This design comes from an exercise in tuning for small area on the open sky130 flow, not from production work.
Function was checked by simulation only, so behaviour that the tests miss may differ from the original.
Power and IR drop assume default switching activity.

Setup of job 8490:
## SR_full_top
module SR_full_top(input [13:0] ini,
                   input [13:0] inq,
                   input clk,
                   input reset,
                   input start,
                   output [9:0] out0,
                   output [9:0] out1,
                   output [3:0] classification_result,
                   output [23:0] regression_result,
                   output done,
                   output frame_end
    );
    wire [7:0] q;
    wire run;
    SR_chain_control ctl(.clk(clk), .reset(reset), .start(start), .q(q), .run(run),
                         .frame_end(frame_end), .done(done));
    wire [9:0] mag_c, arg_c;
    cordic_rtop cordic(.i_clk(clk), .i_xval(ini), .i_yval(inq), .o_mag(mag_c), .o_phase(arg_c));
    reg [9:0] mag, arg;
    always @(posedge clk) begin
        mag <= mag_c;
        arg <= arg_c;
    end
    wire clr = (q == 8'd243);
    wire inc_abs, inc_arg;
    SR_chain #(.PH(0)) hist_abs(.clk(clk), .clr(clr), .code(mag), .inc(inc_abs));
    SR_chain #(.PH(1)) hist_arg(.clk(clk), .clr(clr), .code(arg), .inc(inc_arg));
    wire [6:0] c_arg, c_abs;
    DBSCAN_ARG cnt_arg(.clk(clk), .clr(clr), .inc(inc_arg), .load(q == 8'd1), .count(c_arg), .out(out0));
    DBSCAN_ARG cnt_abs(.clk(clk), .clr(clr), .inc(inc_abs), .load(q == 8'd1), .count(c_abs), .out(out1));
    mlp_24bit_scalable mlp(.clk(clk), .q(q), .c0(c_arg), .c1(c_abs),
  ...
Size: roughly 16000 cells after synthesis, about 4000 flip-flops.
==> flow/config.mk <==
export PLATFORM = sky130hd
export DESIGN_NAME = SR_full_top
export DESIGN_NICKNAME = SR_full_top
export VERILOG_FILES = /design/flow/design.v
export SDC_FILE = /design/flow/constraint.sdc
export NUM_CORES = 8
export LEC_CHECK = 0
export CAP_MARGIN = 20
export CORE_MARGIN = 2
export CORE_UTILIZATION = 62
export CTS_BUF_LIST = sky130_fd_sc_hd__clkbuf_8
export CTS_CLUSTER_DIAMETER = 100
export CTS_CLUSTER_SIZE = 14
export PLACE_DENSITY = 0.72
export SLEW_MARGIN = 20
==> flow/constraint.sdc <==
create_clock -name core_clock -period 10.0 [get_ports {clk}]
set_input_delay 2.0000 -clock core_clock [delete_from_list [all_inputs] [get_ports {clk}]]
set_output_delay 2.0000 -clock core_clock [all_outputs]
set_load 0.01 [all_outputs]
run.sh (not shown) runs the stock make flow with config.mk's settings and CLKGATE_MAP_FILE= SYNTH_SCRIPT=/design/flow/synth_recipe.tcl, a recipe that flattens the netlist after the stock synthesis.
Job 8490 reached the end of the flow, and the finished layout is clean on the timing, DRC and antenna checks.
Here is what was changed in the inputs of job 1095 compared with job 8490.
Settings: PLACE_DENSITY now 0.5, was 0.72; CORE_UTILIZATION now 40, was 62.
Notes after the runs:
Taking job 8490 over job 1095, the pin count of the biggest net entering global routing ratio works out to 1.19. Job 1095 vs. job 8490: sequential power held; number of filler instances in the final layout went up 92%; normalized max-slew margin went up 2.3 points. Est. power | job 1095 vs job 8490 | job 1095 lower.
Changes in job 5549 relative to job 1095:
Settings: PLACE_DENSITY now 0.65, was 0.5; CORE_UTILIZATION now 55, was 40.
Notes after the runs:
- Job 5549: final wirelength 8.4% below job 1095
- Side by side, routing usage on met3 turned out higher in job 5549 than in job 1095.
- There was hardly any difference in net count reported at finish between job 5549 and job 1095.
- Clock power, job 1095 and job 5549, lower one = job 5549.
- Job 5549 ends up with lower combinational share of power than job 1095 does.
- Compared with job 1095, job 5549 shows detailed-routing wirelength on met1 lower by about 14%.

Another version of the RTL of SR_full_top (not shown whole).
Size in the first run: ~16,000 cells after synthesis, roughly 81 I/O pins, roughly 0.15 mm² of cells after synthesis.
Settings: LEC_CHECK=0, CAP_MARGIN=20, CORE_MARGIN=2, CORE_UTILIZATION=55, CTS_BUF_LIST=sky130_fd_sc_hd__clkbuf_8, CTS_CLUSTER_DIAMETER=100, CTS_CLUSTER_SIZE=14, PLACE_DENSITY=0.65, SLEW_MARGIN=20; clock period 10.0 ns.
standard.sh (not shown) runs the stock make flow with config.mk's settings and CLKGATE_MAP_FILE= SYNTH_SCRIPT=/design/flow/synth_recipe.tcl, a recipe that flattens the netlist after the stock synthesis.
==> flow/flow/run.sh <==
#!/bin/bash
# The standard layout (the standard.sh, all steps), except that the
# input and output ports are buffered with the smallest buffer cell.
export BUFFER_PORTS_ARGS="-buffer_cell sky130_fd_sc_hd__buf_1"
bash standard.sh > standard.log 2>&1
The starting point produced a clean layout.
Rerun with:
==> flow/flow/run.sh (replaced) <==
#!/bin/bash
# The standard layout (the standard.sh, all steps), except that the
# input and output ports are buffered with the smallest buffer cell and
# gates off the critical paths are downsized after global routing.
export BUFFER_PORTS_ARGS="-buffer_cell sky130_fd_sc_hd__buf_1"
bash standard.sh finish RECOVER_POWER=100 > standard.log 2>&1
This time the run completed and failed the layout checks on capacitance limit, slew limit; synthesized area stays the same; worst setup slack stays flat; cell count barely changes; first-iteration DRC count came out lower by 3.6%.
Rerun with:
==> flow/run.sh (new file) <==
#!/bin/bash
# synth_recipe.tcl (not shown) runs the flow's synth.tcl, then flattens the netlist and writes it again
# the make line also repeats each setting of config.mk as NAME=value (left out here)
make -C /OpenROAD-flow-scripts/flow DESIGN_CONFIG=/design/flow/config.mk WORK_HOME=/design/flow/orfs CLKGATE_MAP_FILE= SYNTH_SCRIPT=/design/flow/synth_recipe.tcl finish
removed: flow/flow/run.sh
removed: flow/standard.sh
Effect: This time the run went through all stages and came out clean; count of clock-buffer cells in the layout is lower by 1; area after synthesis stays the same; global-route usage is lower by 0.29 points; clock power stays flat; cell count stays flat; clock skew is higher by 0.016 ns; fmax is lower by 1.0%.
Rerun with:
- CAP_MARGIN: 20 -> 0
- SLEW_MARGIN: 20 -> 0
Result: The changed run completed without violations. Power does not change. Clock skew is unchanged. Wire length is unchanged. Setup slack is unchanged. Design area is unchanged. Cell count does not change. Worst hold slack stays the same. Fmax is unchanged. Clock-buffer cell count does not change. Non-clock buffer count does not change.

Another version of the RTL of SR_full_top (not shown whole).
Size in the first run: ~16000 cells after synthesis, roughly 4000 flip-flops, ~81 I/O pins, ~0.15 mm² of cells after synthesis.
clock: 10.0 ns
lec_check: 0
cap_margin: 20
core_margin: 2
core_utilization: 55
cts_buf_list: sky130_fd_sc_hd__clkbuf_8
cts_cluster_diameter: 100
cts_cluster_size: 14
place_density: 0.65
slew_margin: 20
==> flow/flow/run.sh <==
#!/bin/bash
# The standard layout (the standard.sh, all steps), except that the
# input and output ports are buffered with the smallest buffer cell.
export BUFFER_PORTS_ARGS="-buffer_cell sky130_fd_sc_hd__buf_1"
bash standard.sh > standard.log 2>&1
Rerun with:
CTS_CLUSTER_SIZE = 15   (was 14)
Die area is unchanged.
Final area stays flat.
Power decreases by 0.30%.
Worst setup slack degrades by 0.0078 ns.
Sequential share of layout area barely changes.
Sequential power is about the same.
Fmax hardly moves.

==> separate check: timing with driven ports <==
The results above use ideal ports. As a check the final layouts listed here were re-extracted and re-timed, cells and wires unchanged.
Step 1 assumes that a clkbuf_16 drives the clock port and a buf_2 every other input.
Step 2, shift: input delay + t, output delay - t, t = (earliest + latest rising clock arrival at the registers) / 2. This alone moves slack from input paths to output paths.
Three values: ideal, step 1, step 2; two values: the first two.
run	shift t [ns]	setup WS [ns]	clock arrival spread, ns
job 8490	1.166	0.334 / 0.334 / 0.334	0.119 / 0.119
job 1095	1.190	0.352 / 0.352 / 0.352	0.090 / 0.090
job 5549	1.177	0.336 / 0.336 / 0.336	0.060 / 0.060
the first run of note 2	1.167	0.297 / 0.297 / 0.297	0.069 / 0.069
the second run of note 2	1.170	0.296 / 0.296 / 0.296	0.074 / 0.074
the third run of note 2	1.151	0.197 / 0.197 / 0.197	0.086 / 0.086
the fourth run of note 2	1.151	0.197 / 0.197 / 0.197	0.086 / 0.086
the first run of note 3	1.151	0.362 / 0.362 / 0.362	0.089 / 0.089
the second run of note 3	1.161	0.354 / 0.354 / 0.354	0.087 / 0.086
